What follows belongs to an exercise in optimizing a design on an open flow for small area and a short achievable clock period; a production flow would make more cautious choices.
Where RTL was checked, it was by simulation tests only, not by an equivalence proof against the original.
For runs 1 and 8, only the layout was checked, not whether the RTL still works.
No driver is modelled on the clock port, so clock power and skew are understated where the tree is cut down; a real chip needs a root buffer or a tree.
Power figures rest on the tool's default switching activity, not on a simulated workload.

### flow/run.sh
#!/bin/bash
set -euo pipefail
here=$(cd "$(dirname "$0")" && pwd)
export BUFFER_PORTS_ARGS="-buffer_cell sky130_fd_sc_hd__buf_2"
export CTS_ARGS="-sink_clustering_enable -repair_clock_nets -dont_use_dummy_load -sink_clustering_size 30 -sink_clustering_max_diameter 80"
export PRE_CTS_TCL="$here/cts_root.tcl"
export FLOW_CLOCK_PORT=clk
bash standard.sh > make.log 2>&1
### flow/cts_root.tcl
rename clock_tree_synthesis my_tritoncts
proc clock_tree_synthesis { args } {
  my_tritoncts {*}$args
  my_drop_root_buffer
}

proc my_drop_root_buffer { } {
  set block [ord::get_db_block]
  set port_net [$block findNet $::env(FLOW_CLOCK_PORT)]
  set roots {}
  foreach it [$port_net getITerms] { lappend roots $it }
  if { [llength $roots] != 1 } { puts "drop_root: port drives [llength $roots] pins, kept"; return }
  set rit [lindex $roots 0]
  set root [$rit getInst]
  if { ![string match "sky130_fd_sc_hd__clkbuf_*" [[$root getMaster] getName]] } { puts "drop_root: no root buffer"; return }
  set root_net "NULL"
  foreach it [$root getITerms] {
    if { [$it isOutputSignal] } { set root_net [$it getNet] }
  }
  set loads {}
  foreach it [$root_net getITerms] {
    if { [$it isOutputSignal] } { continue }
    if { ![string match "sky130_fd_sc_hd__clkbuf_*" [[[$it getInst] getMaster] getName]] } {
      puts "drop_root: root drives a non-buffer, kept"; return
    }
    lappend loads $it
  }
  if { [llength $loads] > 4 } { puts "drop_root: root drives [llength $loads] buffers, kept"; return }
  foreach it $loads {
    $it disconnect
    $it connect $port_net
  }
  foreach it [$root getITerms] { $it disconnect }
  odb::dbInst_destroy $root
  odb::dbNet_destroy $root_net
  puts "drop_root: the clock port drives [llength $loads] buffers directly"
}
### standard.sh
#!/bin/bash
# synth_recipe.tcl (not shown) runs the flow's synth.tcl, then flattens the netlist and writes it again
# the make line also repeats each setting of config.mk as NAME=value (left out here)
make -C /OpenROAD-flow-scripts/flow DESIGN_CONFIG=/design/flow/config.mk WORK_HOME=/design/flow/orfs CLKGATE_MAP_FILE= SYNTH_SCRIPT=/design/flow/synth_recipe.tcl "${@:-finish}"
### config.mk
export PLATFORM = sky130hd
export DESIGN_NAME = test_wrapper
export DESIGN_NICKNAME = test_wrapper
export VERILOG_FILES = /design/flow/design.v
export SDC_FILE = /design/flow/constraint.sdc
export NUM_CORES = 4
export LEC_CHECK = 0
export ABC_AREA = 1
export CAP_MARGIN = 20
export CORE_MARGIN = 2
export CORE_UTILIZATION = 40
export SETUP_SLACK_MARGIN = 1.4
export SLEW_MARGIN = 20
export SYNTH_HIERARCHICAL = 1
### constraint.sdc
create_clock -name core_clock -period 3.0 [get_ports {clk}]
set_input_delay 0.6000 -clock core_clock [delete_from_list [all_inputs] [get_ports {clk}]]
set_output_delay 0.6000 -clock core_clock [all_outputs]
set_load 0.01 [all_outputs]
### design.v
module test_wrapper #(
	parameter SYS_VERSION = 41,
	parameter WIDTH = 16,
	parameter NUM_SUB_MON = 3
)(
	input clk,
	input reset,
	input       [5:0] slave_address,
	input             slave_read,
	input             slave_write,
	input      [31:0] slave_writedata,
	output reg [31:0] slave_readdata,
	output [15:0] dut_a,
	output [15:0] dut_b,
	input  [15:0] dut_out
);
	wire [7:0] we;
	wire [6:0] rs;
	wire       rd_hold;
	host_dec u_host_dec (
		.addr(slave_address), .rd(slave_read), .wr(slave_write),
		.we(we), .rs(rs), .hold(rd_hold)
	);
	reg [31:0] ctrl;
	wire [31:0] ctrl_next = we[0] ? slave_writedata : ctrl;
	reg        fsel;
	reg [15:0] man_a, man_b, set_a, set_b, clr_a, clr_b;
	always @(posedge clk)
		ctrl <= ctrl_next;
	always @(posedge clk) begin
		if (we[1]) fsel  <= slave_writedata[0];
		if (we[6]) clr_a <= slave_writedata[15:0];
		if (we[7]) clr_b <= slave_writedata[15:0];
	end
	reg [15:0] stg_data;
	reg [3:0]  stg_we;
	reg        fsel_d;
	always @(posedge clk) begin
		stg_data <= slave_writedata[15:0];
		stg_we   <= we[5:2];
		fsel_d   <= fsel;
	end
	always @(posedge clk) begin
		if (stg_we[0]) man_a <= stg_data;
		if (stg_we[1]) man_b <= stg_data;
		if (stg_we[2]) set_a <= stg_data;
		if (stg_we[3]) set_b <= stg_data;
	end
	wire rst    = ctrl[0];
	wire en     = ctrl[1];
	wire freeze = ctrl[2];
	reg [31:0] ra, rb;
	reg        rst_d, en_d, rst_dd, en_dd, zero_d, zero_dd;
	function [31:0] lfsr_step(input [31:0] r);
		lfsr_step = {r[0], r[31], r[30] ^ r[0], r[29:27], r[26] ^ r[0], r[25] ^ r[0], r[24:1]};
	endfunction
	always @(posedge clk) begin
		rst_d  <= rst;
		en_d   <= en;
		rst_dd <= rst_d;
		en_dd  <= en_d;
	end
	always @(posedge clk)
		if (rst_dd) begin
			ra <= 32'hCAFEF00D;
			rb <= 32'hFEEDC0DE;
		end else if (en_dd) begin
			ra <= lfsr_step(ra);
			rb <= lfsr_step(rb);
		end
	localparam S_IDLE = 2'd0, S_READY = 2'd1, S_COUNT = 2'd2, S_DONE = 2'd3;
	reg [1:0] tstate;
	reg [3:0] delay_count;
	reg [3:0] out_count;
	wire dut_zero = ~|dut_out;
	always @(posedge clk)
		if (rst)
			tstate <= S_IDLE;
		else case (tstate)
			S_IDLE : if (dut_zero)   tstate <= S_READY;
			S_READY: if (&out_count) tstate <= S_COUNT;
			S_COUNT: if (dut_zero)   tstate <= S_DONE;
			default:                 tstate <= S_DONE;
		endcase
	always @(posedge clk)
		if (rst)
			delay_count <= 4'hF;
		else if (tstate == S_COUNT)
			delay_count <= delay_count + 1'b1;
	always @(posedge clk)
		if (rst || tstate == S_DONE || fsel)
			out_count <= 4'h0;
		else
			out_count <= out_count + 1'b1;
	reg [15:0] fa_0, fb_0;
	always @(posedge clk) begin
		zero_d  <= rst || &out_count;
		zero_dd <= zero_d;
	end
	wire [15:0] a_0  = zero_dd ? 16'h0 : ra[15:0];
	wire [15:0] b_0  = zero_dd ? 16'h0 : rb[15:0];
	wire [15:0] sa_0 = fsel_d ? man_a : a_0 | set_a;
	wire [15:0] sb_0 = fsel_d ? man_b : b_0 | set_b;
	always @(posedge clk)
		if (!fsel) begin
			fa_0 <= sa_0 & ~clr_a;
			fb_0 <= sb_0 & ~clr_b;
		end else begin
			fa_0 <= sa_0;
			fb_0 <= sb_0;
		end
	assign dut_a = fa_0;
	assign dut_b = fb_0;
	wire       sel = fa_0[0] & fb_0[0];
	wire [7:0] lo_p = fa_0[7:0] ^ fb_0[7:0];
	wire [7:0] lo_g = fa_0[7:0] & fb_0[7:0];
	wire [8:0] lo_c;
	pfx_carries u_lo_carries (.g(lo_g), .p(lo_p), .c_in(1'b0), .c(lo_c));
	wire [8:0] lo_sum = {lo_c[8], lo_p ^ lo_c[7:0]};
	reg  [7:0] r1_lo, r1_p, r1_g;
	reg        r1_c;
	always @(posedge clk) begin
		r1_lo <= sel ? fb_0[7:0]  : lo_sum[7:0];
		r1_c  <= sel ? 1'b0       : lo_sum[8];
		r1_p  <= sel ? fb_0[15:8] : fa_0[15:8] ^ fb_0[15:8];
		r1_g  <= sel ? 8'h00      : fa_0[15:8] & fb_0[15:8];
	end
	wire [8:0] hi_c;
	pfx_carries u_hi_carries (.g(r1_g), .p(r1_p), .c_in(r1_c), .c(hi_c));
	reg [15:0] ref2;
	always @(posedge clk)
		ref2 <= {r1_p ^ hi_c[7:0], r1_lo};
	wire [15:0] x = dut_out ^ ref2;
	integer i;
	reg [4:0] lzc;
	always @(*) begin
		lzc = 5'd16;
		for (i = 0; i < 16; i = i + 1)
			if (x[i]) lzc = 5'd15 - i;
	end
	reg [4:0] lz1, lz2, lz3, lz4, lz5;
	always @(posedge clk) begin
		lz1 <= lzc;
		lz2 <= lz1;
		lz3 <= lz2;
		lz4 <= lz3;
		lz5 <= lz4;
	end
	reg [3:0] rdy_ctr;
	always @(posedge clk)
		if (rst)
			rdy_ctr <= 4'd0;
		else if (!rdy_ctr[3])
			rdy_ctr <= rdy_ctr + 1'b1;
	wire ready = rdy_ctr[3];
	reg sb_en;
	wire sb_en_next = !ctrl_next[2] && !rst && (rdy_ctr[3] || &rdy_ctr[2:0]);
	always @(posedge clk)
		sb_en <= sb_en_next;
	reg [31:0] data_ctr, error_ctr;
	reg [4:0]  acc, maxacc, minacc;
	reg err_en;
	always @(posedge clk)
		err_en <= sb_en_next && !lz4[4];
	reg [2:0] data_f, error_f;
	wire [3:0] data_ci  = {sb_en  & (&data_f),  sb_en  & (&data_f[1:0]),  sb_en  & data_f[0],  sb_en};
	wire [3:0] error_ci = {err_en & (&error_f), err_en & (&error_f[1:0]), err_en & error_f[0], err_en};
	integer j;
	always @(posedge clk)
		if (rst) begin
			data_ctr  <= 32'h0;
			error_ctr <= 32'h0;
			data_f    <= 3'b000;
			error_f   <= 3'b000;
		end else begin
			for (j = 0; j < 4; j = j + 1) begin
				if (data_ci[j])
					data_ctr[8 * j +: 8] <= data_ctr[8 * j +: 8] + 1'b1;
				if (error_ci[j])
					error_ctr[8 * j +: 8] <= error_ctr[8 * j +: 8] + 1'b1;
			end
			for (j = 0; j < 3; j = j + 1) begin
				data_f[j]  <= &data_ctr[8 * j + 1 +: 7]  & (data_ctr[8 * j]  ^ data_ci[j]);
				error_f[j] <= &error_ctr[8 * j + 1 +: 7] & (error_ctr[8 * j] ^ error_ci[j]);
			end
		end
	always @(posedge clk)
		acc <= ready ? lz5 : 5'd16;
	always @(posedge clk)
		if (rst) begin
			maxacc <= 5'd0;
			minacc <= 5'd16;
		end else if (sb_en) begin
			if (acc > maxacc) maxacc <= acc;
			if (acc < minacc) minacc <= acc;
		end
	wire        done = (tstate == S_DONE);
	wire [31:0] dut_delay = done ? {28'h0, delay_count} : 32'hFFFFFFFF;
	wire [31:0] sysver = SYS_VERSION;
	wire [31:0] maxacc_w = {26'h0, maxacc[4], 1'b0, maxacc[3:0]};
	wire [31:0] minacc_w = {26'h0, minacc[4], 1'b0, minacc[3:0]};
	wire [31:0] rd_next;
	genvar gb;
	generate
		for (gb = 0; gb < 32; gb = gb + 1) begin: rdbit
			wire n_c, n_d, n_e, n_f, n_h, a_cdef;
			cell_nand2 u_c (.a(rs[0]), .b(ctrl[gb]), .y(n_c));
			cell_nand2 u_d (.a(rs[2]), .b(dut_delay[gb]), .y(n_d));
			cell_nand2 u_e (.a(rs[3]), .b(data_ctr[gb]), .y(n_e));
			cell_nand2 u_f (.a(rs[4]), .b(error_ctr[gb]), .y(n_f));
			cell_nand2 u_h (.a(rd_hold), .b(slave_readdata[gb]), .y(n_h));
			cell_and4  u_cdef (.a(n_c), .b(n_d), .c(n_e), .d(n_f), .y(a_cdef));
			if (gb == 4 || gb > 5) begin: narrow
				cell_nand2 u_y (.a(a_cdef), .b(n_h), .y(rd_next[gb]));
			end else begin: wide
				wire n_mx, n_mn, a_rest;
				cell_nand2 u_mx (.a(rs[5]), .b(maxacc_w[gb]), .y(n_mx));
				cell_nand2 u_mn (.a(rs[6]), .b(minacc_w[gb]), .y(n_mn));
				if ((SYS_VERSION >> gb) & 1) begin: sv1
					wire n_sv;
					cell_inv  u_sv (.a(rs[1]), .y(n_sv));
					cell_and4 u_rest (.a(n_h), .b(n_mx), .c(n_mn), .d(n_sv), .y(a_rest));
				end else begin: sv0
					cell_and3 u_rest (.a(n_h), .b(n_mx), .c(n_mn), .y(a_rest));
				end
				cell_nand2 u_y (.a(a_cdef), .b(a_rest), .y(rd_next[gb]));
			end
		end
	endgenerate
	always @(posedge clk)
		slave_readdata <= rd_next;
endmodule
module pfx_carries (
	input  [7:0] g,
	input  [7:0] p,
	input        c_in,
	output [8:0] c
);
	wire [7:0] gl [0:3];
	wire [7:0] pl [0:3];
	wire       g0;
	pfx_g u_cin (.gh(g[0]), .ph(p[0]), .gl(c_in), .g(g0));
	assign gl[0] = {g[7:1], g0};
	assign pl[0] = p;
	genvar l, k;
	generate
		for (l = 0; l < 3; l = l + 1) begin: lvl
			for (k = 0; k < 8; k = k + 1) begin: bt
				if (k & (1 << l)) begin: node
					pfx_g u_g (
						.gh(gl[l][k]), .ph(pl[l][k]), .gl(gl[l][((k >> l) << l) - 1]),
						.g(gl[l + 1][k])
					);
					if (((k >> (l + 1)) << (l + 1)) != 0 && l < 2) begin: prop
						pfx_p u_p (
							.ph(pl[l][k]), .pl(pl[l][((k >> l) << l) - 1]),
							.p(pl[l + 1][k])
						);
					end else begin: noprop
						assign pl[l + 1][k] = 1'b0;
					end
				end else begin: pass
					assign gl[l + 1][k] = gl[l][k];
					assign pl[l + 1][k] = pl[l][k];
				end
			end
		end
	endgenerate
	assign c = {gl[3], c_in};
endmodule
module pfx_g (
	input  gh, ph, gl,
	output g
);
	assign g = gh | (ph & gl);
endmodule
module pfx_p (
	input  ph, pl,
	output p
);
	assign p = ph & pl;
endmodule
module host_dec (
	input  [5:0] addr,
	input        rd,
	input        wr,
	output [7:0] we,
	output [6:0] rs,
	output       hold
);
	wire writing = wr & ~rd;
	wire reading = rd & ~wr;
	assign we = {8{writing}} & {addr == 6'h28, addr == 6'h24, addr == 6'h20, addr == 6'h1C,
	                          addr == 6'h18, addr == 6'h14, addr == 6'h10, addr == 6'h00};
	assign rs = {7{reading}} & {addr == 6'h3C, addr == 6'h38, addr == 6'h34, addr == 6'h30,
	                          addr == 6'h2C, addr == 6'h04, addr == 6'h00};
	assign hold = ~|rs;
endmodule
module cell_nand2 (input a, b, output y);
	assign y = ~(a & b);
endmodule
module cell_and3 (input a, b, c, output y);
	assign y = a & b & c;
endmodule
module cell_and4 (input a, b, c, d, output y);
	assign y = a & b & c & d;
endmodule
module cell_inv (input a, output y);
	assign y = ~a;
endmodule
==> reports/qor.txt, run 1 <==
DP Worst Slack: 0.7926 ns
Slack of the critical path: 1.405 ns
VDD IR max: 0.3530 mV
Static Leak: 8.393 nW
# port buffers: 120
FF-to-FF path depth: 7
I/O pin cnt: 122
Die extent in y: 209.7 µm
Fin crit period: 1.595 ns
Global route total overflow: 0
R2R Path End: maxacc[4]
Worst-Margin Slew: 1.113 ns
Setup Viol. Count Final: 0
Worst setup SP type: input pin
Layout area overhead: 14.77%
Total wire length: 39,080 µm
DR WL/cell: 15.50 µm
Worst-skew pair later-pin latency: 0.43 ns
Hold Path Sink: lz2[0]
Share of layout cells above drive strength 1: 16.36%
DRC Markers: 0
Multi-input logic area: 6088 µm²
Area after DPL: 18,180 µm²
Final hold vios: 0
Final ANT Viol Nets: 0
Die area: 43,960 µm²
Max_cap viols: 0
Crit-path cells: buf_2 -> nor2_4 -> nand3_2 -> nor3_4 -> buf_4
Most frequent cells in the layout: 505 x nand2_1, 288 x dfxtp_1, 196 x nor2_1, 140 x inv_1, 128 x edfxtp_1
Mapped Area: 16,920 µm²
Clock-pin slew on the worst setup and hold paths: 0.11 ns
Worst hold slack: 0.2861 ns
Crit path DAT: 1.69 ns
Mapped Avg Cell Area: 9.159 µm²
Most common cell after layout, fill and taps aside: nand2_1
Core area: 41,850 µm²
Initial DRT Pass Iterations: 5
Vias/cell: 4.857
Post-DP HPWL: 26,690 µm
M1 wire length: 18,580 µm
Tcrit/Tclk final: 53.15%
Sequential cell area: 10,370 µm²
Final net count: 2,078
FF-to-FF Start: maxacc[4]
Synthesized instance count: 1,847
Via count: 12,240
HP Class: reg2reg
Final Slew Violations: 0
CP required: 3.09 ns
Post-route cell area: 19,420 µm²
HP Start: lz1[0]
Cell depth of the worst hold path: 0
Pwr/cell area: 514.5 nW/µm²
Fill count: 3,944
Ys Warns: 8
CTS Sinks: 450
GRT Total Usage: 17.36%
Fmax: 0.6272 GHz
Setup tns final: 0 ns
Max Used Layer: met4
Met2 Routed Length: 17,870 µm
Largest net degree at the start of global routing: 62
Post-CTS Hold Fix Bufs: 0
Vias in the first global route: 11,490
Reg2Reg Setup Slack: 1.41 ns
FP Rows: 75
First-pass GRT wire length: 61,130 µm
Setup crit end kind: flip-flop
Unrepaired setup endpoints after global routing: yes
CP peak stage delay: 0.34 ns
GP Congestion: 0.8677
Slowest cell on the critical path: nor3_4
Setup Skew: 0.05525 ns
Crit path kind: in2reg
Iter 0 DRT Violations: 874
Non-filler cells, final: 2,521
Antenna violations before repair: 1
CP max FO: 15
Starting density of the core: 40.42%
Placed cell count: 2,470
Chip width: 209.7 µm
Status: timing/DRC/antenna clean
Routed wl met3: 1889 µm
Rel. slew slack: 25.73%
power breakdown:
part / switching [mW] / internal, mW / leakage, nW
Clock: 1.80 / 1.37 / 0.283
Combinational: 0.228 / 0.161 / 4.29
Sequential: 0.0756 / 6.36 / 3.82
cell type report:
type	count	share of cell area, %
tap	539	3.473
multi-input combinational	1183	31.36
sequential	450	53.41
timing repair buffer	167	5.561
clock buffer	23	2.964
antenna	1	0.01289
inverter	158	3.222
metrics by stage:
step	util [%]	power, mW
after global placement	43.45	6.953
final	46.39	9.990
after detailed placement	43.45	6.962
after floorplan	-	6.758
after global routing	46.39	10.36
after CTS	45.33	10.08
routing by layer:
| metal | up-vias | global-route usage (%) |
|---|---|---|
| li1 | 6268 | - |
| met1 | 5701 | 24.48 |
| met2 | 234 | 28.57 |
| met3 | 41 | 2.259 |
| met4 | 0 | 3.864 |
| met5 | - | 0 |
registers in the layout (all words and copies together), names as in the netlist, 16 cells and up:
register	cells
ctrl	32
data_ctr	32
error_ctr	32
ra	32
rb	32
slave_readdata	32
clr_a	16
clr_b	16
fa_0	16
fb_0	16
man_a	16
man_b	16
ref2	16
set_a	16
set_b	16
stg_data	16
critical path: cells and delay by family:
| family | cells | cell delay [ns] |
|---|---|---|
| buf+inv | 2 | 0.43 |
| simple gates | 3 | 0.65 |
how the worst max path moves through the flow:
| stage | depth (start not counted) | slack, ns | startpoint | end |
|---|---|---|---|---|
| 3_5_place_dp | 6 | 0.79 | slave_address[0] | clr_b[6] |
| 4_1_cts | 12 | 1.34 | fb_0[0] | r1_lo[5] |
| 6_report | 5 | 1.41 | slave_address[1] | ctrl[9] |
| 5_1_grt | 8 | 1.28 | sb_en | data_ctr[23] |
| 2_1_floorplan | 5 | 0.70 | slave_address[1] | err_en |
| 3_3_place_gp | 6 | 0.80 | slave_address[0] | clr_b[6] |
timing repair:
item / in CTS / in global routing
pin swaps: 3 / 26
setup buffers: 5 / 19
resized for setup: 42 / 93
gates cloned: 1 / 2
setup endpoints to repair: 111 / 104
==> run 2, diff against run 1 <==
--- a/design.v
+++ b/design.v
@@ -165,9 +165,12 @@
 	reg [2:0] data_f, error_f;
 	wire [3:0] data_ci  = {sb_en  & (&data_f),  sb_en  & (&data_f[1:0]),  sb_en  & data_f[0],  sb_en};
 	wire [3:0] error_ci = {err_en & (&error_f), err_en & (&error_f[1:0]), err_en & error_f[0], err_en};
+	reg rst_cnt;
+	always @(posedge clk)
+		rst_cnt <= ctrl_next[0];
 	integer j;
 	always @(posedge clk)
-		if (rst) begin
+		if (rst_cnt) begin
 			data_ctr  <= 32'h0;
 			error_ctr <= 32'h0;
 			data_f    <= 3'b000;
--- a/config.mk
+++ b/config.mk
@@ -8,7 +8,7 @@
 export ABC_AREA = 1
 export CAP_MARGIN = 20
 export CORE_MARGIN = 2
-export CORE_UTILIZATION = 40
+export CORE_UTILIZATION = 45
 export SETUP_SLACK_MARGIN = 1.4
 export SLEW_MARGIN = 20
 export SYNTH_HIERARCHICAL = 1
==> run 2 against run 1 <==
  * Still clean on timing, DRC and antenna
  * Register-to-register slack better by 0.03 ns
  * Critical path depth is 4 lower
  * Non-clock buffer count is 3 lower
==> reports/qor.txt, run 2 <==
Status: timing/DRC/antenna clean
First-pass GRT wire length: 58,350 µm
Worst-skew pair later-pin latency: 0.43 ns
# port buffers: 120
Final Slew Violations: 0
DRC Markers: 0
Fin util: 52.16%
Final ANT Viol Nets: 0
Antenna violations before repair: 3
Chip width: 197.8 µm
CTS Sinks: 450
Most common cell after layout, fill and taps aside: nand2_1
GP Congestion: 0.8298
Worst setup SP type: flip-flop
Tcrit/Tclk final: 52.44%
FP Rows: 70
GRT Total Usage: 18.82%
Worst-Margin Slew: 1.058 ns
Global route total overflow: 0
Mapped Avg Cell Area: 9.159 µm²
Vias in the first global route: 11,210
I/O pin cnt: 122
Fin crit period: 1.573 ns
Area after DPL: 18,080 µm²
Post-CTS Hold Fix Bufs: 0
Die area: 39,120 µm²
CP required: 2.40 ns
Clk network pwr share: 31.1%
Crit path buffers/inverters: 1
VDD IR max: 0.3692 mV
Placed cell count: 2,394
Layout area overhead: 13.55%
Crit-path cells: buf_2
Int Pwr: 7.833 mW
NetSw: 2.063 mW
Via count: 12,030
Vias/cell: 4.924
Combinational share of power: 3.8%
Share of layout cells above drive strength 1: 14.48%
HP Class: in2reg
Crit path kind: reg2out
Ys Warns: 8
DR WL/cell: 15.22 µm
Unrepaired setup endpoints after global routing: yes
Top Family by Delay on Critical Path: flip-flops
CP peak stage delay: 0.41 ns
Setup Skew: 0.05007 ns
Synthesized instance count: 1,845
Largest net degree at the start of global routing: 62
Worst hold slack: 0.3195 ns
Initial DRT Pass Iterations: 7
Static Leak: 8.290 nW
Post-route cell area: 19,190 µm²
Rel. slew slack: 29.39%
Max_cap viols: 0
Mapped Area: 16,900 µm²
Non-filler cells, final: 2,444
Die extent in y: 197.8 µm
Iter 0 DRT Violations: 686
Setup crit end kind: primary output
Most frequent cells in the layout: 509 x nand2_1, 297 x dfxtp_1, 199 x nor2_1, 141 x inv_1, 128 x edfxtp_1
Core area: 36,790 µm²
Total wire length: 37,200 µm
Crit path DAT: 0.97 ns
Final hold vios: 0
Seq pwr share: 65.1%
Fmax: 0.6357 GHz
Setup Viol. Count Final: 0
Sw Share: 20.84%
CP max FO: 2
Setup tns final: 0 ns
Post-DP HPWL: 25,560 µm
Pwr/cell area: 515.7 nW/µm²
Final net count: 2,072
Clock-pin slew on the worst setup and hold paths: 0.11 ns
Slowest cell on the critical path: dfxtp_2
Starting density of the core: 45.94%
## run 2: layout make-up
| type | instances | area [µm²] |
|---|---|---|
| antenna | 1 | 2.502 |
| multi-input combinational | 1181 | 5978 |
| tap | 468 | 585.6 |
| sequential | 450 | 10340 |
| timing repair buffer | 164 | 1097 |
| clock buffer | 22 | 550.5 |
| fill | 3376 | 17600 |
| inverter | 157 | 628.1 |
| timing repair inverter | 1 | 7.507 |
## run 2: path summary, 6_finish.rpt
kind / startpoint / to / slack, ns / cells after the start
hold / removal: slave_writedata[7] / stg_data[7] / 0.32 / 1
hold reg to reg: r1_lo[3] / ref2[3] / 0.33 / 0
setup / recovery: fa_0[11] / dut_a[11] / 1.43 / 1
setup reg to reg: maxacc[3] / maxacc[3] / 1.44 / 7
## run 2: power groups by stage
stage | Combinational (mW) | Clock [mW] | Sequential [mW]
detailed placement | 0.378 | 0 | 6.58
global route | 0.427 | 3.38 | 6.46
finish | 0.377 | 3.08 | 6.44
CTS | 0.382 | 3.18 | 6.44
floorplan | 0.155 | 0 | 6.60
global placement | 0.368 | 0 | 6.58
## run 2: what timing repair did
item / 4_1_cts / 5_1_grt
setup buffers: 7 / 17
setup endpoints to repair: 146 / 102
gates resized for setup: 26 / 61
pin swaps: 2 / 12
cloned: 2 / 1
## run 2: routing by layer
metal	track usage, %	vias to the layer above	wire [µm]
met5	0	-	13
met1	26.52	5575	18080
met3	2.129	36	1421
met4	3.676	2	607
met2	31.49	173	17080
li1	-	6248	-
## run 2: through the flow
| step | power [mW] | worst slack [ns] |
|---|---|---|
| floorplan | 6.758 | 0.7023 |
| global placement | 6.950 | 0.8004 |
| detailed placement | 6.963 | 0.8138 |
| CTS | 10.01 | 1.276 |
| global route | 10.26 | 1.349 |
| finish | 9.896 | 1.427 |
==> run 3, diff against run 2 <==
--- a/config.mk
+++ b/config.mk
@@ -8,7 +8,7 @@
 export ABC_AREA = 1
 export CAP_MARGIN = 20
 export CORE_MARGIN = 2
-export CORE_UTILIZATION = 45
+export CORE_UTILIZATION = 40
 export SETUP_SLACK_MARGIN = 1.4
 export SLEW_MARGIN = 20
 export SYNTH_HIERARCHICAL = 1
==> run 3 against run 2 <==
  * Largest power group unchanged
  * Core utilization down 6.1 points
  * Design area up 0.37%
  * First-iteration DRC count up 34%
  * Still clean on timing, DRC and antenna
  * Flip-flop and latch count unchanged
  * Non-clock buffer count down 4
  * Count of clock-buffer cells in the layout up 1
  * Largest cell class unchanged
  * Power up 0.95%
  * Worst setup slack worse by 0.011 ns
  * Wire length up 3.4%
==> reports/qor.txt, run 3 <==
FP Rows: 75
Vias in the first global route: 11,210
Crit path DAT: 0.98 ns
# port buffers: 120
DRC Markers: 0
DR WL/cell: 15.31 µm
Layout area overhead: 13.97%
Synthesized instance count: 1,845
I/O pin cnt: 122
HP Class: reg2reg
Clock-pin slew on the worst setup and hold paths: 0.11 ns
Final net count: 2,070
Tot Pwr: 9.990 mW
Most common cell after layout, fill and taps aside: nand2_1
Mapped Avg Cell Area: 9.159 µm²
Final Slew Violations: 0
Pwr/cell area: 518.7 nW/µm²
CP peak stage delay: 0.39 ns
Initial DRT Pass Iterations: 5
Crit path buffers/inverters: 1
Total wire length: 38,450 µm
Tcrit/Tclk final: 52.79%
Most frequent cells in the layout: 505 x nand2_1, 285 x dfxtp_1, 198 x nor2_1, 139 x inv_1, 128 x edfxtp_1
Slowest cell on the critical path: dfxtp_2
Crit path kind: reg2out
Largest net degree at the start of global routing: 62
DP Worst Slack: 0.7787 ns
Status: timing/DRC/antenna clean
Setup Skew: 0.04657 ns
Ys Warns: 8
Share of layout cells above drive strength 1: 15.97%
Final hold vios: 0
Iter 0 DRT Violations: 919
Worst-Margin Slew: 0.9975 ns
CTS Sinks: 450
Via count: 12,220
VDD IR max: 0.3521 mV
Crit-path cells: buf_2
GRT Total Usage: 17.11%
Fmax: 0.6314 GHz
Static Leak: 8.335 nW
First-pass GRT wire length: 59,720 µm
Core area: 41,850 µm²
Setup Viol. Count Final: 0
Die area: 43,910 µm²
Starting density of the core: 40.38%
Rel. slew slack: 33.41%
Worst-skew pair later-pin latency: 0.44 ns
Max_cap viols: 0
Unrepaired setup endpoints after global routing: yes
Vias/cell: 4.866
Final ANT Viol Nets: 0
Die extent in y: 209.5 µm
CP required: 2.40 ns
Antenna violations before repair: 6
GP Congestion: 0.8342
Worst setup SP type: flip-flop
Fin crit period: 1.584 ns
Slack of the critical path: 1.416 ns
Setup tns final: 0 ns
Post-CTS Hold Fix Bufs: 0
N_diodes: 0
Setup crit end kind: primary output
Post-DP HPWL: 26,720 µm
CP max FO: 2
Mapped Area: 16,900 µm²
Global route total overflow: 0
Top Family by Delay on Critical Path: flip-flops
Chip width: 209.5 µm
-- run 3: final timing paths --
check                           startpoint        end  slack, ns  cells past startpoint
worst min-delay path                lz1[1]     lz2[1]       0.31                      0
worst max-delay path              fa_0[11]  dut_a[11]       1.42                      1
worst max register to register   maxacc[4]  maxacc[3]       1.46                      7
worst min register to register      lz1[1]     lz2[1]       0.31                      0
-- run 3: area by class of cell --
cell class | count | area, µm²
well taps | 539 | 674.4
repair buffers | 160 | 991.0
inverters | 157 | 620.6
fillers | 3968 | 22590
repair inverters | 2 | 12.51
multi-input cells | 1181 | 6030
clock buffers | 23 | 575.6
flip-flops and latches | 450 | 10360
-- run 3: stage by stage --
stage          instances  hold slack [ns]  util, %  area (µm²)
6_report            2512           0.3076    46.02       19260
5_1_grt             2512           0.3052    46.02       19260
4_1_cts             2495           0.2990    45.17       18910
3_5_place_dp        2465           0.3121    43.35       18140
3_3_place_gp        2465           0.3127    43.35       18140
2_1_floorplan       1846           0.3096        -       16970
-- run 3: timing repair --
item | 4_1_cts | 5_1_grt
pin swaps | 2 | 18
setup buffers | 6 | 15
cloned | 1 | 2
setup endpoints to repair | 117 | 97
gates resized for setup | 39 | 76
-- run 3: layer usage --
| metal | GRT usage [%] | vias up | part of all wire [%] | wire, µm |
|---|---|---|---|---|
| li1 | - | 6241 | - | - |
| met1 | 23.99 | 5663 | 48 | 18300 |
| met2 | 27.37 | 247 | 45 | 17120 |
| met3 | 2.678 | 66 | 4.9 | 1884 |
| met4 | 5.258 | 6 | 2.9 | 1117 |
| met5 | 0 | - | 0.086 | 33 |
-- run 3: where the power goes --
part / switching [mW] / internal (mW) / total, mW / leakage (nW)
combinational: 0.227 / 0.159 / 0.386 / 4.24
clock: 1.79 / 1.37 / 3.16 / 0.283
sequential: 0.0767 / 6.36 / 6.44 / 3.81
total: 2.10 / 7.89 / 9.99 / 8.33
==> run 4, diff against run 3 <==
==> flow/run.sh (replaced) <==
#!/bin/bash
set -euo pipefail
here=$(cd "$(dirname "$0")" && pwd)
export BUFFER_PORTS_ARGS="-buffer_cell sky130_fd_sc_hd__buf_1"
export CTS_ARGS="-sink_clustering_enable -repair_clock_nets -dont_use_dummy_load -sink_clustering_size 30 -sink_clustering_max_diameter 80"
export PRE_CTS_TCL="$here/cts_root.tcl"
export FLOW_CLOCK_PORT=clk
bash standard.sh > make.log 2>&1
==> run 4 against run 3 <==
  * Global-route usage shrank 0.25 points
  * First-iteration DRC count increased by 8.6%
  * Sequential power hardly changed
  * Worst hold slack improved by 0.012 ns
  * Die area is the same
  * Core utilization decreased by 0.43 points
  * Via count is 1.3% lower
  * Design area is 0.94% lower
  * Highest routed layer unchanged
==> reports/qor.txt, run 4 <==
Starting density of the core: 40.38%
Share of layout cells above drive strength 1: 10.72%
Fin util: 45.58%
Rel. slew slack: 35.29%
Mapped Area: 16,900 µm²
Core area: 41,850 µm²
Crit path kind: in2reg
Antenna violations before repair: 5
Worst-Margin Slew: 0.9693 ns
DR WL/cell: 15.18 µm
Area after DPL: 17,980 µm²
Synthesized instance count: 1,845
Initial DRT Pass Iterations: 5
Iter 0 DRT Violations: 998
Setup tns final: 0 ns
GRT Total Usage: 16.87%
Status: timing/DRC/antenna clean
Die extent in y: 209.5 µm
Final Slew Violations: 0
Chip width: 209.5 µm
R2R Path End: fb_0[8]
Post-DP HPWL: 26,300 µm
DRC Markers: 0
Die area: 43,910 µm²
Max_cap viols: 0
FP Rows: 75
Via count: 12,060
Unrepaired setup endpoints after global routing: yes
# port buffers: 120
Final net count: 2,066
Mapped Avg Cell Area: 9.159 µm²
Setup crit end: err_en
Total wire length: 38,080 µm
FF-to-FF path depth: 3
Setup Skew: 0.06183 ns
Most frequent cells in the layout: 505 x nand2_1, 292 x dfxtp_1, 197 x nor2_1, 142 x inv_1, 128 x edfxtp_1
I/O pin cnt: 122
Final hold vios: 0
Setup Viol. Count Final: 0
Vias in the first global route: 11,150
Worst setup SP type: input pin
Ys Warns: 8
First-pass GRT wire length: 59,000 µm
Final ANT Viol Nets: 0
VDD IR max: 0.3016 mV
Crit path DAT: 1.88 ns
Tcrit/Tclk final: 53.77%
Fill count: 3,987
CP required: 3.27 ns
Setup crit end kind: flip-flop
FF-to-FF Start: zero_dd
Fmax: 0.6199 GHz
HP Class: reg2reg
N_diodes: 0
Layout area overhead: 12.90%
Largest net degree at the start of global routing: 68
Tot Pwr: 9.822 mW
GP Congestion: 0.8257
CTS Sinks: 450
Worst-skew pair later-pin latency: 0.43 ns
Worst hold slack: 0.3195 ns
Most common cell after layout, fill and taps aside: nand2_1
Pwr/cell area: 514.8 nW/µm²
Global route total overflow: 0
Fin crit period: 1.613 ns
Clock-pin slew on the worst setup and hold paths: 0.11 ns
Reg2Reg Setup Slack: 1.44 ns
CP max FO: 3
Static Leak: 8.031 nW
CP startpoint: slave_address[1]
Vias/cell: 4.808
Post-route cell area: 19,080 µm²
==> run 4: cell type report <==
cell class	count	area [µm²]	share of cell area, %
clock buffer	21	525.5	2.754
inverter	157	611.8	3.207
multi-input combinational	1182	6027	31.59
timing repair inverter	1	5.005	0.02623
timing repair buffer	158	889.6	4.663
sequential	450	10340	54.22
tap	539	674.4	3.535
==> run 4: timing repair <==
action,4_1_cts,5_1_grt
endpoints found under the setup margin,172,124
buffers inserted,4,15
cloned,0,3
hold buffers,0,0
pin swaps,2,8
gates resized for setup,58,84
==> run 4: metrics by stage <==
step,std cells,setup WS [ns]
final,2508,1.387
after global placement,2465,0.7548
after global routing,2508,1.317
after detailed placement,2465,0.7324
after CTS,2490,1.400
after floorplan,1846,0.7023
==> run 4: worst min-delay path by stage <==
stage / from / endpoint / slack [ns] / depth (start not counted)
6_report: rst_d / rst_dd / 0.32 / 0
4_1_cts: slave_writedata[6] / stg_data[6] / 0.31 / 1
2_1_floorplan: en_d / en_dd / 0.31 / 0
3_3_place_gp: zero_d / zero_dd / 0.31 / 0
3_5_place_dp: lz2[3] / lz3[3] / 0.31 / 0
5_1_grt: slave_writedata[6] / stg_data[6] / 0.32 / 1
==> run 4: power by group <==
| part | leakage [nW] | total (mW) | switching (mW) | internal (mW) |
|---|---|---|---|---|
| clock | 0.259 | 3.01 | 1.75 | 1.26 |
| combinational | 3.96 | 0.369 | 0.235 | 0.134 |
| sequential | 3.81 | 6.44 | 0.0793 | 6.36 |
==> run 4: layer usage <==
layer	global-route usage, %	wire (µm)
met1	23.82	18600
met2	28.10	17440
met3	2.065	1455
met4	3.277	553
met5	0	25
==> run 4: critical path, cell delays in order <==
cell      delay (ns)
clkbuf_2        0.11
nor2_4          0.21
nand3_4         0.16
nor3_4          0.25
mux2_4          0.34
nor4_2          0.21
==> run 5, diff against run 4 <==
==> flow/run.sh (replaced) <==
#!/bin/bash
set -euo pipefail
here=$(cd "$(dirname "$0")" && pwd)
export BUFFER_PORTS_ARGS="-buffer_cell sky130_fd_sc_hd__buf_2"
export CTS_ARGS="-sink_clustering_enable -repair_clock_nets -dont_use_dummy_load -sink_clustering_size 22 -sink_clustering_max_diameter 80"
export PRE_CTS_TCL="$here/cts_root.tcl"
export FLOW_CLOCK_PORT=clk
bash standard.sh > make.log 2>&1
==> run 5 against run 4 <==
  * Still clean on timing, DRC and antenna
  * Combinational power is 3% higher
  * Maximum frequency is 2.4% higher
  * Critical path depth is 5 lower
  * Sequential share of layout area is 0.57 points lower
  * First-iteration DRC count is 13% lower
  * Critical path type is now reg2out
  * Critical endpoint is now dut_b[12]
==> reports/qor.txt, run 5 <==
Antenna violations before repair: 6
CP required: 2.40 ns
Setup tns final: 0 ns
Iter 0 DRT Violations: 872
Post-DP HPWL: 26,720 µm
Initial DRT Pass Iterations: 5
Final Slew Violations: 0
CP max FO: 3
Die area: 43,910 µm²
Vias in the first global route: 11,310
Clock-pin slew on the worst setup and hold paths: 0.08 ns
Fmax: 0.6345 GHz
Most frequent cells in the layout: 508 x nand2_1, 294 x dfxtp_1, 198 x nor2_1, 141 x inv_1, 128 x edfxtp_1
CTS Sinks: 450
Crit path buffers/inverters: 1
Worst-Margin Slew: 1.012 ns
Most common cell after layout, fill and taps aside: nand2_1
Top Family by Delay on Critical Path: flip-flops
Synthesized instance count: 1,845
Slowest cell on the critical path: dfxtp_2
Setup crit end kind: primary output
Layout area overhead: 13.99%
I/O pin cnt: 122
Mapped Avg Cell Area: 9.159 µm²
Share of layout cells above drive strength 1: 14.95%
FP Rows: 75
Chip width: 209.5 µm
Fill count: 3,967
Ys Warns: 8
WP depth: 1
Setup crit end: dut_b[12]
Post-CTS Hold Fix Bufs: 0
Vias/cell: 4.857
Core area: 41,850 µm²
Fin crit period: 1.576 ns
CP startpoint: fb_0[12]
Final hold vios: 0
Worst hold slack: 0.2954 ns
Max_cap viols: 0
FF-to-FF path depth: 3
Reg2Reg Setup Slack: 1.45 ns
Pwr/cell area: 529.4 nW/µm²
Routed wl met3: 1679 µm
DRC Markers: 0
Mapped Area: 16,900 µm²
Crit path kind: reg2out
Largest net degree at the start of global routing: 62
Rel. slew slack: 32.43%
Setup Viol. Count Final: 0
Final net count: 2,070
Max Used Layer: met5
FF-to-FF Start: fsel
Via count: 12,200
Worst-skew pair later-pin latency: 0.43 ns
CP peak stage delay: 0.40 ns
# port buffers: 120
GP Congestion: 0.8342
Die extent in y: 209.5 µm
Final ANT Viol Nets: 0
Global route total overflow: 0
R2R Path End: fa_0[8]
Worst setup SP type: flip-flop
Met2 Routed Length: 16,970 µm
Fin util: 46.02%
Status: timing/DRC/antenna clean
Starting density of the core: 40.38%
Crit-path cells: buf_2
Setup Skew: 0.04019 ns
DR WL/cell: 15.34 µm
Static Leak: 8.356 nW
VDD IR max: 0.3646 mV
GRT Total Usage: 17.18%
Unrepaired setup endpoints after global routing: yes
M1 wire length: 18,500 µm
HP Class: reg2reg
Total wire length: 38,540 µm
Tcrit/Tclk final: 52.53%
First-pass GRT wire length: 60,030 µm
Crit path DAT: 0.98 ns
N_diodes: 0
-- run 5: where the power goes --
| group | leakage [nW] | internal [mW] | switching, mW |
|---|---|---|---|
| logic | 4.22 | 0.155 | 0.224 |
| clock network | 0.320 | 1.53 | 1.84 |
| registers | 3.81 | 6.37 | 0.0769 |
| total | 8.36 | 8.06 | 2.14 |
-- run 5: what timing repair did --
action	4_1_cts	5_1_grt
cloned	1	1
endpoints found under the setup margin	113	81
pin swaps	1	11
setup buffers	7	12
gates resized for setup	31	57
hold endpoints to repair	0	0
-- run 5: worst min path at each step --
stage | start | end | slack (ns) | cells past startpoint
6_report | lz3[1] | lz4[1] | 0.30 | 0
5_1_grt | lz3[1] | lz4[1] | 0.29 | 0
4_1_cts | slave_writedata[6] | stg_data[6] | 0.28 | 1
3_5_place_dp | en_d | en_dd | 0.31 | 0
3_3_place_gp | r1_lo[4] | ref2[4] | 0.31 | 0
2_1_floorplan | en_d | en_dd | 0.31 | 0
-- run 5: cell type report --
class                           count  area [µm²]  area share (%)
Clock buffer                       26       650.6           3.378
Multi-Input combinational cell   1181        5989           31.09
Sequential cell                   450       10330           53.65
Timing Repair inverter              1       7.507         0.03897
Tap cell                          539       674.4           3.501
Timing Repair Buffer              158       984.7           5.112
Inverter                          157       620.6           3.222
-- run 5: routing by layer --
| metal | vias up | track usage [%] |
|---|---|---|
| li1 | 6242 | - |
| met1 | 5657 | 24.10 |
| met2 | 222 | 27.05 |
| met3 | 75 | 2.619 |
| met4 | 6 | 6.285 |
| met5 | - | 0 |
-- run 5: per-stage QoR --
step           area [µm²]  instances  worst slack, ns  total power [mW]
2_1_floorplan       16970       1846           0.7023             6.758
3_3_place_gp        18140       2465           0.8172             6.957
3_5_place_dp        18140       2465           0.7787             6.967
4_1_cts             18980       2499            1.314             10.32
5_1_grt             19260       2512            1.353             10.56
6_report            19260       2512            1.424             10.20
==> run 6, diff against run 5 <==
==> flow/run.sh (replaced) <==
#!/bin/bash
set -euo pipefail
here=$(cd "$(dirname "$0")" && pwd)
export BUFFER_PORTS_ARGS="-buffer_cell sky130_fd_sc_hd__buf_2"
export CTS_ARGS="-sink_clustering_enable -repair_clock_nets -dont_use_dummy_load -sink_clustering_size 25 -sink_clustering_max_diameter 65"
export PRE_CTS_TCL="$here/cts_root.tcl"
export FLOW_CLOCK_PORT=clk
bash standard.sh > make.log 2>&1
==> run 6 against run 5 <==
  * Critical path type unchanged
  * Die area is the same
  * Clock power increased by 4%
  * Largest cell class unchanged
  * Still clean on timing, DRC and antenna
  * Synthesized cell count unchanged
==> reports/qor.txt, run 6 <==
Status: timing/DRC/antenna clean
I/O pin cnt: 122
Post-CTS Hold Fix Bufs: 0
Chip width: 209.5 µm
Max_cap viols: 0
VDD IR max: 0.4436 mV
Tot Pwr: 10.31 mW
Setup crit end kind: primary output
Most frequent cells in the layout: 509 x nand2_1, 293 x dfxtp_1, 199 x nor2_1, 142 x inv_1, 128 x edfxtp_1
Setup Viol. Count Final: 0
Core area: 41,850 µm²
Top Family by Delay on Critical Path: flip-flops
Die extent in y: 209.5 µm
Setup tns final: 0 ns
Final Slew Violations: 0
FP Rows: 75
Synthesized instance count: 1,845
Via count: 12,220
Setup Skew: 0.03030 ns
Crit path DAT: 0.97 ns
HP Class: in2reg
Placed cell count: 2,465
Worst-Margin Slew: 0.9975 ns
Fin util: 46.10%
WP depth: 1
Tcrit/Tclk final: 52.47%
GP Congestion: 0.8342
Ys Warns: 8
Worst-skew pair later-pin latency: 0.44 ns
CP max FO: 2
Final hold vios: 0
CP peak stage delay: 0.39 ns
CTS Sinks: 450
DR WL/cell: 15.30 µm
Starting density of the core: 40.38%
First-pass GRT wire length: 59,860 µm
Final net count: 2,068
GRT Total Usage: 17.15%
Initial DRT Pass Iterations: 5
Share of layout cells above drive strength 1: 15.07%
Antenna violations before repair: 6
Fmax: 0.6352 GHz
Pwr/cell area: 534.4 nW/µm²
Non-filler cells, final: 2,510
FF-to-FF path depth: 7
Fin crit period: 1.574 ns
Mapped Avg Cell Area: 9.159 µm²
CP required: 2.40 ns
Post-DP HPWL: 26,720 µm
Worst setup SP type: flip-flop
Clock-pin slew on the worst setup and hold paths: 0.09 ns
Final ANT Viol Nets: 0
N_diodes: 0
Iter 0 DRT Violations: 946
Crit path buffers/inverters: 1
Rel. slew slack: 33.41%
Largest net degree at the start of global routing: 62
Layout area overhead: 14.18%
Most common cell after layout, fill and taps aside: nand2_1
Mapped Area: 16,900 µm²
Slowest cell on the critical path: dfxtp_1
Crit-path cells: buf_2
# port buffers: 120
Vias/cell: 4.867
DRC Markers: 0
Die area: 43,910 µm²
Cell depth of the worst hold path: 1
Static Leak: 8.340 nW
Global route total overflow: 0
Crit path kind: reg2out
Total wire length: 38,410 µm
Unrepaired setup endpoints after global routing: yes
Vias in the first global route: 11,240
-- run 6: repair_timing --
item / 4_1_cts / 5_1_grt
gates resized for setup: 38 / 60
buffers inserted: 5 / 9
gates cloned: 1 / 2
endpoints found under the setup margin: 112 / 87
pin swaps: 1 / 8
-- run 6: layout make-up --
class                      instances  area, µm²
timing repair inverter             1      7.507
multi-input combinational       1182       6021
timing repair buffer             153      928.4
sequential                       450      10350
fill                            3966      22560
clock buffer                      28      700.7
inverter                         157      616.8
tap                              539      674.4
-- run 6: routing by layer --
metal / up-vias / wire (µm) / GRT usage, %
met3: 67 / 1535 / 2.574
met5: - / 33 / 0
met4: 6 / 1157 / 5.698
li1: 6245 / - / -
met2: 215 / 16980 / 27.11
met1: 5682 / 18710 / 24.20
-- run 6: per-stage QoR --
step                setup slack (ns)  instance area (µm²)  hold WS [ns]
finish                         1.426                19290        0.3006
global route                   1.327                19290        0.2836
CTS                            1.328                19020        0.2709
detailed placement            0.7787                18140        0.3121
global placement              0.8172                18140        0.3127
floorplan                     0.7023                16970        0.3096
-- run 6: final timing paths --
check	start	slack [ns]	endpoint
worst max-delay path	fa_0[7]	1.43	dut_a[7]
worst min-delay path	slave_writedata[7]	0.30	stg_data[7]
worst max register to register	maxacc[4]	1.45	maxacc[4]
worst min register to register	lz3[1]	0.31	lz4[1]
-- run 6: where the power goes --
group          switching [mW]  leakage [nW]  internal (mW)
Combinational           0.225          4.18          0.155
Clock                    1.85         0.345           1.64
Sequential             0.0776          3.81           6.36
Total                    2.15          8.34           8.16
==> run 7, diff against run 6 <==
==> flow/run.sh (replaced) <==
#!/bin/bash
set -euo pipefail
here=$(cd "$(dirname "$0")" && pwd)
export BUFFER_PORTS_ARGS="-buffer_cell sky130_fd_sc_hd__buf_2"
export CTS_ARGS="-sink_clustering_enable -repair_clock_nets -dont_use_dummy_load -sink_clustering_size 25 -sink_clustering_max_diameter 80"
export PRE_CTS_TCL="$here/cts_root.tcl"
export FLOW_CLOCK_PORT=clk
bash standard.sh > make.log 2>&1
==> run 7 against run 6 <==
  * Largest power group unchanged
  * Largest cell class unchanged
  * Combinational power up 2%
  * Clock power shrank 6.0%
  * Final cell count about the same
  * Core utilization down 0.12 points
  * Sequential power about the same
  * Register-to-register slack barely moved
  * Critical path depth is the same
  * Area after synthesis did not move
  * Design area is 0.27% lower
  * Via count grew 0.11%
  * Die area unchanged
==> reports/qor.txt, run 7 <==
Tcrit/Tclk final: 52.34%
Reg2Reg Setup Slack: 1.45 ns
Max Used Layer: met5
Final Slew Violations: 0
Top Family by Delay on Critical Path: flip-flops
Ys Warns: 8
Via count: 12,230
Starting density of the core: 40.38%
R2R Path End: fa_0[8]
Most frequent cells in the layout: 504 x nand2_1, 296 x dfxtp_1, 198 x nor2_1, 139 x inv_1, 128 x edfxtp_1
Static Leak: 8.344 nW
CTS Sinks: 450
Max_cap viols: 0
Die area: 43,910 µm²
Crit-path cells: buf_2
First-pass GRT wire length: 59,880 µm
Vias/cell: 4.868
Initial DRT Pass Iterations: 7
Mapped Avg Cell Area: 9.159 µm²
Worst hold slack: 0.3001 ns
Pwr/cell area: 525.6 nW/µm²
Setup tns final: 0 ns
Final ANT Viol Nets: 0
Final hold vios: 0
NetSw: 2.108 mW
Status: timing/DRC/antenna clean
DRC Markers: 0
Global route total overflow: 0
Total wire length: 38,660 µm
Post-route cell area: 19,240 µm²
FF-to-FF Start: fsel
Hold Path Sink: lz2[2]
Unrepaired setup endpoints after global routing: yes
GP Congestion: 0.8342
I/O pin cnt: 122
DR WL/cell: 15.39 µm
Clock-pin slew on the worst setup and hold paths: 0.09 ns
Slowest cell on the critical path: dfxtp_2
Combinational share of power: 3.8%
Layout area overhead: 13.88%
Crit path DAT: 0.97 ns
Fin crit period: 1.570 ns
# port buffers: 120
Share of layout cells above drive strength 1: 15.21%
Tot Pwr: 10.11 mW
Mapped Area: 16,900 µm²
Crit path buffers/inverters: 1
CP peak stage delay: 0.41 ns
Fmax: 0.6368 GHz
Crit path kind: reg2out
Worst setup SP type: flip-flop
Int Pwr: 8.006 mW
Setup crit end kind: primary output
CP max FO: 3
Post-DP HPWL: 26,720 µm
Setup Skew: 0.05725 ns
VDD IR max: 0.4207 mV
Worst-skew pair later-pin latency: 0.43 ns
CP required: 2.40 ns
Rel. slew slack: 30.69%
GRT Total Usage: 17.15%
Fin util: 45.98%
HP Class: reg2reg
Cell depth of the worst hold path: 0
FP Rows: 75
Largest net degree at the start of global routing: 62
Clk network pwr share: 32.4%
FF-to-FF path depth: 3
Met2 Routed Length: 17,230 µm
Seq pwr share: 63.7%
HP Start: lz1[2]
Sw Share: 20.84%
Setup Viol. Count Final: 0
Area after DPL: 18,140 µm²
Routed wl met3: 1884 µm
Core area: 41,850 µm²
Synthesized instance count: 1,845
M1 wire length: 18,350 µm
Vias in the first global route: 11,240
Most common cell after layout, fill and taps aside: nand2_1
Chip width: 209.5 µm
Iter 0 DRT Violations: 919
Die extent in y: 209.5 µm
Antenna violations before repair: 6
Worst-Margin Slew: 1.038 ns
Final net count: 2,069
## run 7: layer usage
metal,vias to the layer above,track usage [%]
met2,256,27.31
met3,67,2.529
met1,5654,24.11
met5,-,0
met4,6,5.600
li1,6246,-
## run 7: worst max path at each step
| stage | startpoint | to | slack (ns) | cells after the start |
|---|---|---|---|---|
| finish | fa_0[10] | dut_a[10] | 1.43 | 1 |
| detailed placement | slave_address[3] | slave_readdata[27] | 0.78 | 11 |
| global route | slave_address[1] | err_en | 1.35 | 6 |
| CTS | fsel | out_count[3] | 1.31 | 4 |
| global placement | slave_address[3] | slave_readdata[26] | 0.82 | 11 |
| floorplan | slave_address[1] | err_en | 0.70 | 5 |
## run 7: stage by stage
step,setup WS [ns],cells
6_report,1.430,2512
5_1_grt,1.354,2511
4_1_cts,1.308,2498
3_5_place_dp,0.7787,2465
3_3_place_gp,0.8172,2465
2_1_floorplan,0.7023,1846
## run 7: power groups by stage
stage          combinational (mW)  sequential [mW]  clock [mW]
2_1_floorplan               0.155             6.60           0
3_3_place_gp                0.371             6.59           0
3_5_place_dp                0.380             6.59           0
4_1_cts                     0.384             6.45        3.41
5_1_grt                     0.432             6.46        3.61
6_report                    0.387             6.45        3.28
## run 7: cell type report
class | count | area (µm²)
Tap cell | 539 | 674.4
Inverter | 157 | 619.3
Multi-Input combinational cell | 1182 | 6017
Timing Repair Buffer | 156 | 964.7
Fill cell | 3973 | 22610
Timing Repair inverter | 2 | 12.51
Antenna cell | 1 | 2.502
Clock buffer | 25 | 625.6
Sequential cell | 450 | 10330
## run 7: what timing repair did
action / in CTS / in global routing
pin swaps: 1 / 12
setup buffers: 7 / 10
gates cloned: 1 / 3
hold buffers: 0 / 0
resized for setup: 30 / 64
endpoints found under the setup margin: 111 / 83
==> run 8, diff against run 7 <==
--- a/design.v
+++ b/design.v
@@ -138,14 +138,6 @@
 		for (i = 0; i < 16; i = i + 1)
 			if (x[i]) lzc = 5'd15 - i;
 	end
-	reg [4:0] lz1, lz2, lz3, lz4, lz5;
-	always @(posedge clk) begin
-		lz1 <= lzc;
-		lz2 <= lz1;
-		lz3 <= lz2;
-		lz4 <= lz3;
-		lz5 <= lz4;
-	end
 	reg [3:0] rdy_ctr;
 	always @(posedge clk)
 		if (rst)
@@ -153,8 +145,17 @@
 		else if (!rdy_ctr[3])
 			rdy_ctr <= rdy_ctr + 1'b1;
 	wire ready = rdy_ctr[3];
+	wire ready_next = !rst && (rdy_ctr[3] || &rdy_ctr[2:0]);
+	reg [4:0] lz1, lz2, lz3, lz4, lz5;
+	always @(posedge clk) begin
+		lz1 <= lzc;
+		lz2 <= lz1;
+		lz3 <= lz2;
+		lz4 <= lz3;
+		lz5 <= ready_next ? lz4 : 5'd16;
+	end
 	reg sb_en;
-	wire sb_en_next = !ctrl_next[2] && !rst && (rdy_ctr[3] || &rdy_ctr[2:0]);
+	wire sb_en_next = !ctrl_next[2] && ready_next;
 	always @(posedge clk)
 		sb_en <= sb_en_next;
 	reg [31:0] data_ctr, error_ctr;
@@ -187,15 +188,33 @@
 				error_f[j] <= &error_ctr[8 * j + 1 +: 7] & (error_ctr[8 * j] ^ error_ci[j]);
 			end
 		end
+	wire [4:0] acc_next = lz5;
 	always @(posedge clk)
-		acc <= ready ? lz5 : 5'd16;
+		acc <= acc_next;
+	reg        acc_gt, acc_lt;
+	wire       max_upd = sb_en && acc_gt;
+	wire       min_upd = sb_en && acc_lt;
+	function gt5(input [4:0] a, input [4:0] b);
+		reg r;
+		integer i;
+		begin
+			r = 1'b0;
+			for (i = 0; i < 5; i = i + 1)
+				r = (a[i] & ~b[i]) | (~(a[i] ^ b[i]) & r);
+			gt5 = r;
+		end
+	endfunction
+	always @(posedge clk) begin
+		acc_gt <= rst ? gt5(acc_next, 5'd0)  : max_upd ? gt5(acc_next, acc) : gt5(acc_next, maxacc);
+		acc_lt <= rst ? gt5(5'd16, acc_next) : min_upd ? gt5(acc, acc_next) : gt5(minacc, acc_next);
+	end
 	always @(posedge clk)
 		if (rst) begin
 			maxacc <= 5'd0;
 			minacc <= 5'd16;
-		end else if (sb_en) begin
-			if (acc > maxacc) maxacc <= acc;
-			if (acc < minacc) minacc <= acc;
+		end else begin
+			if (max_upd) maxacc <= acc;
+			if (min_upd) minacc <= acc;
 		end
 	wire        done = (tstate == S_DONE);
 	wire [31:0] dut_delay = done ? {28'h0, delay_count} : 32'hFFFFFFFF;
==> run 8 against run 7 <==
  * Combinational power rose by 2%
  * Sequential share of layout area fell by 0.77 points
  * Maximum frequency fell by 4.2%
  * Power fell by 0.20%
  * Non-clock buffer count rose by 12
  * Critical endpoint is now dut_a[0]
  * Critical path depth rose by 1
  * Final cell count rose by 1.4%
  * Sequential power barely moved
  * Highest routed layer is now met4
  * First-iteration DRC count fell by 10%
  * Synthesized cell count rose by 1.6%
  * Area after synthesis rose by 1.5%
==> reports/qor.txt, run 8 <==
Status: timing/DRC/antenna clean
VDD IR max: 0.3793 mV
CP max FO: 2
Worst setup SP type: flip-flop
GRT met3 Usage: 2.230%
Most common cell after layout, fill and taps aside: nand2_1
Worst-Margin Slew: 1.152 ns
Final ANT Viol Nets: 0
Pwr/cell area: 513.5 nW/µm²
Via count: 12,440
I/O pin cnt: 122
Final hold vios: 0
Most used routing layer: met2
Clock-pin slew on the worst setup and hold paths: 0.09 ns
Hold Path Sink: rst_dd
Layout area overhead: 14.62%
Core area: 42,130 µm²
CP peak stage delay: 0.34 ns
Worst-skew pair later-pin latency: 0.43 ns
Global route total overflow: 0
Synthesized instance count: 1,874
Vias in the first global route: 11,700
FF-to-FF path depth: 6
GP Congestion: 0.8022
Tcrit/Tclk final: 54.67%
Setup Skew: 0.04926 ns
DP Worst Slack: 0.3965 ns
Antenna violations before repair: 2
Total wire length: 40,740 µm
Starting density of the core: 40.70%
R2R Path End: fb_0[0]
Mapped Area: 17,150 µm²
HP Class: reg2reg
Setup Viol. Count Final: 0
Reg2Reg Setup Slack: 1.37 ns
N_diodes: 0
Mapped Avg Cell Area: 9.152 µm²
Die area: 44,550 µm²
Setup crit end kind: primary output
Chip width: 211.1 µm
Fmax: 0.6097 GHz
Most frequent cells in the layout: 511 x nand2_1, 292 x dfxtp_1, 211 x nor2_1, 147 x inv_1, 128 x edfxtp_1
Ys Warns: 8
Setup tns final: 0 ns
Vias/cell: 4.881
Post-CTS Hold Fix Bufs: 0
Met1 Resource Use GR: 25.56%
Rel. slew slack: 23.11%
Share of layout cells above drive strength 1: 16.23%
GRT Total Usage: 17.89%
Met2 Usage GRT: 29.12%
# port buffers: 120
Largest net degree at the start of global routing: 68
Final net count: 2,113
Max_cap viols: 0
Final Slew Violations: 0
Die extent in y: 211.1 µm
Crit path kind: reg2out
Slowest cell on the critical path: dfxtp_2
Iter 0 DRT Violations: 825
Unrepaired setup endpoints after global routing: yes
DR WL/cell: 15.99 µm
Crit-path cells: buf_4 -> buf_2
DRC Markers: 0
Post-DP HPWL: 27,630 µm
Initial DRT Pass Iterations: 5
CP required: 2.40 ns
Static Leak: 8.447 nW
Fin crit period: 1.640 ns
Crit path DAT: 1.04 ns
FP Rows: 75
First-pass GRT wire length: 62,900 µm
Cell depth of the worst hold path: 0
Slack of the critical path: 1.360 ns
HP Start: rst_d
FF-to-FF Start: fsel
CTS Sinks: 452
[run 8: cell count changes in the layout (fill, tap and decap cells not counted), moves of 8 or more]
cell / previous run / this run
inv_1: 139 / 147
a221oi_2: 4 / 14
a221oi_1: 28 / 17
nor2_1: 198 / 211
dfxtp_4: 2 / 11
buf_4: 26 / 37
[run 8: metrics by stage]
stage	cell area (µm²)	hold slack, ns	util [%]	std cells	power (mW)
global route	19660	0.3213	46.65	2548	10.47
floorplan	17230	0.3096	-	1875	6.783
global placement	18420	0.3107	43.72	2497	6.980
detailed placement	18420	0.3121	43.72	2497	6.990
CTS	19240	0.3095	45.66	2531	10.19
finish	19660	0.3028	46.65	2548	10.09
[run 8: power breakdown]
| part | switching, mW | total (mW) | internal, mW |
|---|---|---|---|
| clock | 1.82 | 3.25 | 1.42 |
| sequential | 0.0721 | 6.46 | 6.38 |
| combinational | 0.233 | 0.393 | 0.160 |
| total | 2.13 | 10.1 | 7.97 |
[run 8: area by class of cell]
cell class,count,area (µm²)
clock buffers,24,600.6
repair buffers,168,1090
inverters,160,624.3
well taps,539,674.4
fillers,3975,22480
multi-input cells,1203,6259
flip-flops and latches,452,10400
repair inverters,2,12.51
[run 8: worst max-delay path, delay by kind of cell (launching register included)]
| kind | cells | cell delay, ns |
|---|---|---|
| DFF | 1 | 0.34 |
| buffers and inverters | 2 | 0.26 |
[run 8: repair_timing]
action / in CTS / in global routing
resized for setup: 42 / 79
pin swaps: 4 / 13
cloned: 1 / 1
endpoints found under the hold margin: 0 / 0
buffers inserted: 9 / 16
endpoints found under the setup margin: 130 / 88
[run 8: routing by layer]
metal	share of wire, %	vias to the layer above
met4	1.6	0
met2	46	196
met1	48	5861
met5	0	-
met3	4.4	31
li1	-	6348
[run 8: worst max-delay path by stage]
stage | from | end | cells after the start
floorplan | slave_address[1] | sb_en | 5
global placement | slave_address[3] | slave_readdata[2] | 13
detailed placement | slave_address[3] | slave_readdata[2] | 13
CTS | fsel | fb_0[0] | 4
global route | lz5[1] | acc_gt | 8
finish | fa_0[0] | dut_a[0] | 2

port drivers added, routing unchanged:
In the flow no input, the clock included, has a driving cell. The finished layouts below were timed again as built, in two steps. Step 1 sets driving cells, clkbuf_16 on the clock port and buf_2 on the other inputs (assumed; they add their load-dependent delay and slew). Step 2 adds t to the input delays and takes it off the output delays; t is the mean of the earliest and latest rising clock arrival at the registers after step 1. Input paths then give back, and output paths get back, about the clock's delay inside the block. Slacks: ideal ports / drivers / drivers and shift; pairs: ideal ports / drivers.
| run | t, ns | setup slack, ns | worst setup path after step 2 | clock arrival spread, ns | worst slew at a driven data input, ns |
|---|---|---|---|---|---|
| run 1 | 0.470 | 1.405 / 1.367 / 0.982 | input to register | 0.057 / 0.057 | 0.05 |
| run 2 | 0.475 | 1.427 / 1.357 / 1.059 | input to register | 0.051 / 0.051 | 0.07 |
| run 3 | 0.482 | 1.416 / 1.347 / 0.982 | input to register | 0.051 / 0.051 | 0.10 |
| run 4 | 0.474 | 1.387 / 1.357 / 0.959 | input to register | 0.069 / 0.070 | 0.09 |
| run 5 | 0.487 | 1.424 / 1.352 / 0.987 | input to register | 0.046 / 0.046 | 0.11 |
| run 6 | 0.492 | 1.426 / 1.359 / 0.997 | input to register | 0.037 / 0.037 | 0.09 |
| run 7 | 0.481 | 1.430 / 1.357 / 1.003 | input to register | 0.068 / 0.068 | 0.10 |
| run 8 | 0.481 | 1.360 / 1.288 / 0.957 | input to register | 0.059 / 0.059 | 0.08 |
After both steps every run listed still meets setup and hold. The setup slack of run 5, which loses most, moves by -0.072 ns with the drivers and by -0.437 ns with both steps.
